This is an optimization exercise on Yosys and OpenROAD, whose aim is small area, not a production implementation.
Where RTL was checked, it was by simulation tests only, not by an equivalence proof against the original.

## Second_CNN
module Second_CNN(
clk,
rst_n,
Din_Valid,
Cal_Valid,
Din,
Dout0,
Dout1,
Dout2,
Dout3,
Dout4,
Dout5,
Dout6,
Dout7
);
parameter WIDTH = 8;
input clk;
input rst_n;
input Din_Valid;
input Cal_Valid;
input signed [WIDTH-1:0] Din;
output reg signed [2*WIDTH-1:0] Dout0,Dout1,Dout2,Dout3,Dout4,Dout5,Dout6,Dout7;
wire [71:0] win;
wire [15:0] S0, S1, S2, S3, S4, S5, S6, S7;
reg [2:0] cc;    
wire ok = Cal_Valid && (cc == 3'd5);
Second_CNN_Sub Second_CNN_Sub(.clk(clk), .rst_n(rst_n), .Din_Valid(Din_Valid),
    .Din(Din), .win(win));
Mul_Add Mul_Add(.x0(win[7:0]), .x1(win[15:8]), .x2(win[23:16]), .x3(win[31:24]),
    .x4(win[39:32]), .x5(win[47:40]), .x6(win[55:48]), .x7(win[63:56]), .x8(win[71:64]),
    .S0(S0), .S1(S1), .S2(S2), .S3(S3), .S4(S4), .S5(S5), .S6(S6), .S7(S7));
always @(posedge clk or negedge rst_n) begin
    if (!rst_n) begin
        cc <= 3'd0;
        Dout0 <= 16'd0; Dout1 <= 16'd0; Dout2 <= 16'd0; Dout3 <= 16'd0;
        Dout4 <= 16'd0; Dout5 <= 16'd0; Dout6 <= 16'd0; Dout7 <= 16'd0;
    end else begin
        if (!Cal_Valid) cc <= 3'd0;
        else if (cc != 3'd5) cc <= cc + 3'd1;
        Dout0 <= ok ? S0 : 16'd0; Dout1 <= ok ? S1 : 16'd0;
        Dout2 <= ok ? S2 : 16'd0; Dout3 <= ok ? S3 : 16'd0;
        Dout4 <= ok ? S4 : 16'd0; Dout5 <= ok ? S5 : 16'd0;
        Dout6 <= ok ? S6 : 16'd0; Dout7 <= ok ? S7 : 16'd0;
    end
end
endmodule
For scale: roughly 2500 cells after synthesis, ~140 I/O pins, ~38000 µm² of cells after synthesis.
export LEC_CHECK = 0
export CAP_MARGIN = 20
export CORE_MARGIN = 2
export CORE_UTILIZATION = 75
export CTS_BUF_LIST = sky130_fd_sc_hd__clkbuf_16
export CTS_CLUSTER_DIAMETER = 60
export CTS_CLUSTER_SIZE = 24
export GPL_TIMING_DRIVEN = 1
export SETUP_SLACK_MARGIN = 0.2
export SLEW_MARGIN = 20
create_clock -name core_clock -period 8.0 [get_ports {clk}]
standard.sh (not shown) runs the stock make flow with config.mk's settings and CLKGATE_MAP_FILE= SYNTH_SCRIPT=/design/flow/synth_recipe.tcl, a recipe that flattens the netlist after the stock synthesis.
==> flow/flow/run.sh <==
#!/bin/bash
# Standard layout, with one extra netlist step between synthesis and floorplan:
# flow/polarity.py removes the inverters Yosys's full-adder extraction leaves
# around the sky130 fa cells (registers and their names are untouched).
# Port buffers are the small buf_1 instead of the default choice.
set -euo pipefail
R=orfs/results/${FLOW_PLATFORM}/Second_CNN/base
bash standard.sh synth > synth.log 2>&1
cp $R/1_2_yosys.v yosys_netlist_orig.v
python3 flow/polarity.py yosys_netlist_orig.v $R/1_2_yosys.v > polarity.log 2>&1
rm -f $R/1_synth.odb $R/1_synth.sdc
export BUFFER_PORTS_ARGS="-buffer_cell sky130_fd_sc_hd__buf_1"
bash standard.sh > layout.log 2>&1
Other scripts of this flow, unchanged in this note and not shown: flow/flow/polarity.py
Edit:
CORE_UTILIZATION = 55   (was 75)
CTS_BUF_LIST = sky130_fd_sc_hd__clkbuf_4 sky130_fd_sc_hd__clkbuf_8   (was sky130_fd_sc_hd__clkbuf_16)
CTS_CLUSTER_DIAMETER = not set   (was 60)
CTS_CLUSTER_SIZE = not set   (was 24)
GPL_TIMING_DRIVEN = not set   (was 1)
After rerunning:
- The new run completed with no timing, DRC or antenna violations
- routed wire length increases by 16%
- non-clock buffer count increases by 170
- synthesized area stays the same
- count of clock-buffer cells in the layout increases by 93
- cell area increases by about 5.5%
- setup slack gets better by 0.069 ns
Edit:
CORE_UTILIZATION = 75   (was 55)
CTS_BUF_LIST = sky130_fd_sc_hd__clkbuf_4   (was sky130_fd_sc_hd__clkbuf_4 sky130_fd_sc_hd__clkbuf_8)
GPL_TIMING_DRIVEN = 1   (was not set)
Result: The new run passed the timing, DRC and antenna checks; die area falls by about 26%; routed wire length falls by about 15%; synthesized cell count stays the same; worst hold slack is better by 0.0087 ns; via count rises by 2.9%.
Edit:
CORE_UTILIZATION = 65   (was 75)
Result:
- wire length went up by 14%
- core utilization went down by 10 points
- global-route usage went down by 0.11 points
- final cell count went up by 4.8%
- worst setup slack improves by 0.11 ns
- clock skew went up by 0.099 ns
- clock-buffer cell count does not change
- hold slack degrades by 0.052 ns

---

## job 101
Another version of the RTL of Second_CNN (not shown whole).
For scale: roughly 140 I/O pins, roughly 37000 sq um of cells after synthesis.
clock: 8.0 ns
lec_check: 0
cap_margin: 20
core_margin: 2
core_utilization: 75
cts_buf_list: sky130_fd_sc_hd__clkbuf_8
cts_cluster_diameter: 50
cts_cluster_size: 14
gpl_timing_driven: 1
setup_slack_margin: 0.3
slew_margin: 20
Scripts as last shown in full above: flow/flow/run.sh
Other scripts of this flow, unchanged in this note and not shown: flow/flow/polarity.py
For job 102, these inputs were changed with respect to job 101:
# job 101
export LEC_CHECK = 0
export CAP_MARGIN = 20
export CORE_MARGIN = 2
export CORE_UTILIZATION = 75
export CTS_BUF_LIST = sky130_fd_sc_hd__clkbuf_8
export CTS_CLUSTER_DIAMETER = 50
export CTS_CLUSTER_SIZE = 14
export GPL_TIMING_DRIVEN = 1
export SETUP_SLACK_MARGIN = 0.3
export SLEW_MARGIN = 20
create_clock -name core_clock -period 8.0 [get_ports {clk}]
# job 102
export LEC_CHECK = 0
export CAP_MARGIN = 20
export CORE_MARGIN = 2
export CORE_UTILIZATION = 75
export CTS_BUF_LIST = sky130_fd_sc_hd__clkbuf_8
export CTS_CLUSTER_DIAMETER = 50
export CTS_CLUSTER_SIZE = 14
export GPL_TIMING_DRIVEN = 1
export SETUP_SLACK_MARGIN = 0.15
export SLEW_MARGIN = 20
create_clock -name core_clock -period 8.0 [get_ports {clk}]
--- outcome ---
Per the comparison of job 102 with job 101, clock period minus final worst setup slack increased by 0.12 ns relative to the old numbers. Of job 101 and job 102, job 102 shows the lower number of inserted diodes, with job 101 above it. Between job 101 and job 102, the via count is lower for job 102. Diff job 101 -> job 102 | met1 capacity usage during global routing | increase of 0.67 points. Relative to job 101, first-pass GRT wire length decreased by about 1.6% in job 102.

---

Second_CNN, a different RTL version from the one above (not shown whole).
Size: ~140 I/O pins, ~37000 um2 of cells after synthesis.
export LEC_CHECK = 0
export CAP_MARGIN = 20
export CORE_MARGIN = 2
export CORE_UTILIZATION = 75
export CTS_BUF_LIST = sky130_fd_sc_hd__clkbuf_16
export CTS_CLUSTER_DIAMETER = 60
export CTS_CLUSTER_SIZE = 24
export GPL_TIMING_DRIVEN = 1
export SETUP_SLACK_MARGIN = 0.2
export SLEW_MARGIN = 20
create_clock -name core_clock -period 8.0 [get_ports {clk}]
Scripts as last shown in full above: flow/flow/run.sh
Other scripts of this flow, unchanged in this note and not shown: flow/flow/polarity.py
The starting point produced a layout that fails on setup timing.
Rerun with:
--- a/flow/config.mk
+++ b/flow/config.mk
@@ -10,7 +10,7 @@
 export CORE_UTILIZATION = 75
-export CTS_BUF_LIST = sky130_fd_sc_hd__clkbuf_16
-export CTS_CLUSTER_DIAMETER = 60
-export CTS_CLUSTER_SIZE = 24
+export CTS_BUF_LIST = sky130_fd_sc_hd__clkbuf_8
+export CTS_CLUSTER_DIAMETER = 50
+export CTS_CLUSTER_SIZE = 14
 export GPL_TIMING_DRIVEN = 1
-export SETUP_SLACK_MARGIN = 0.2
+export SETUP_SLACK_MARGIN = 0.4
 export SLEW_MARGIN = 20
Result: Now the flow died in 5_1_grt on GRT-0232. Synthesized area is unchanged. Synthesized cell count stays the same.
Function was not checked in any run of this note: the RTL went through the layout flow alone.

static timing again, ports no longer ideal:
The flow's constraints put no driver on any port. The routed layouts listed below were extracted and timed again, unchanged, in two steps. Step 1 assumes that a clkbuf_16 drives the clock port and a buf_2 every other input. Step 2 moves the port delays by t, midway between the first and last clock arrival at a register: inputs arrive t later, outputs are due t later. That takes back most of the time a late clock gives input paths. a / b / c = ideal / step 1 / step 2; a / b = the first two.
run | t (ns) | setup WS [ns] | latest minus earliest clock arrival (ns) | worst data-port slew with drivers (ns) | cell pins on the clock port's net
the first run of note 1 | 0.696 | 0.198 / 0.198 / 0.198 | 0.051 / 0.051 | 0.03 | 1
the second run of note 1 | 0.780 | 0.268 / 0.268 / 0.268 | 0.049 / 0.049 | 0.04 | 1
the third run of note 1 | 1.021 | 0.191 / 0.191 / 0.191 | 0.097 / 0.098 | 0.03 | 1
the fourth run of note 1 | 1.082 | 0.300 / 0.300 / 0.300 | 0.200 / 0.199 | 0.04 | 1
job 101 | 0.763 | 0.343 / 0.343 / 0.343 | 0.051 / 0.050 | 0.04 | 1
job 102 | 0.760 | 0.224 / 0.224 / 0.224 | 0.079 / 0.079 | 0.03 | 1
the first run of note 3 | 0.711 | -0.133 / -0.133 / -0.133 | 0.067 / 0.067 | 0.04 | 1
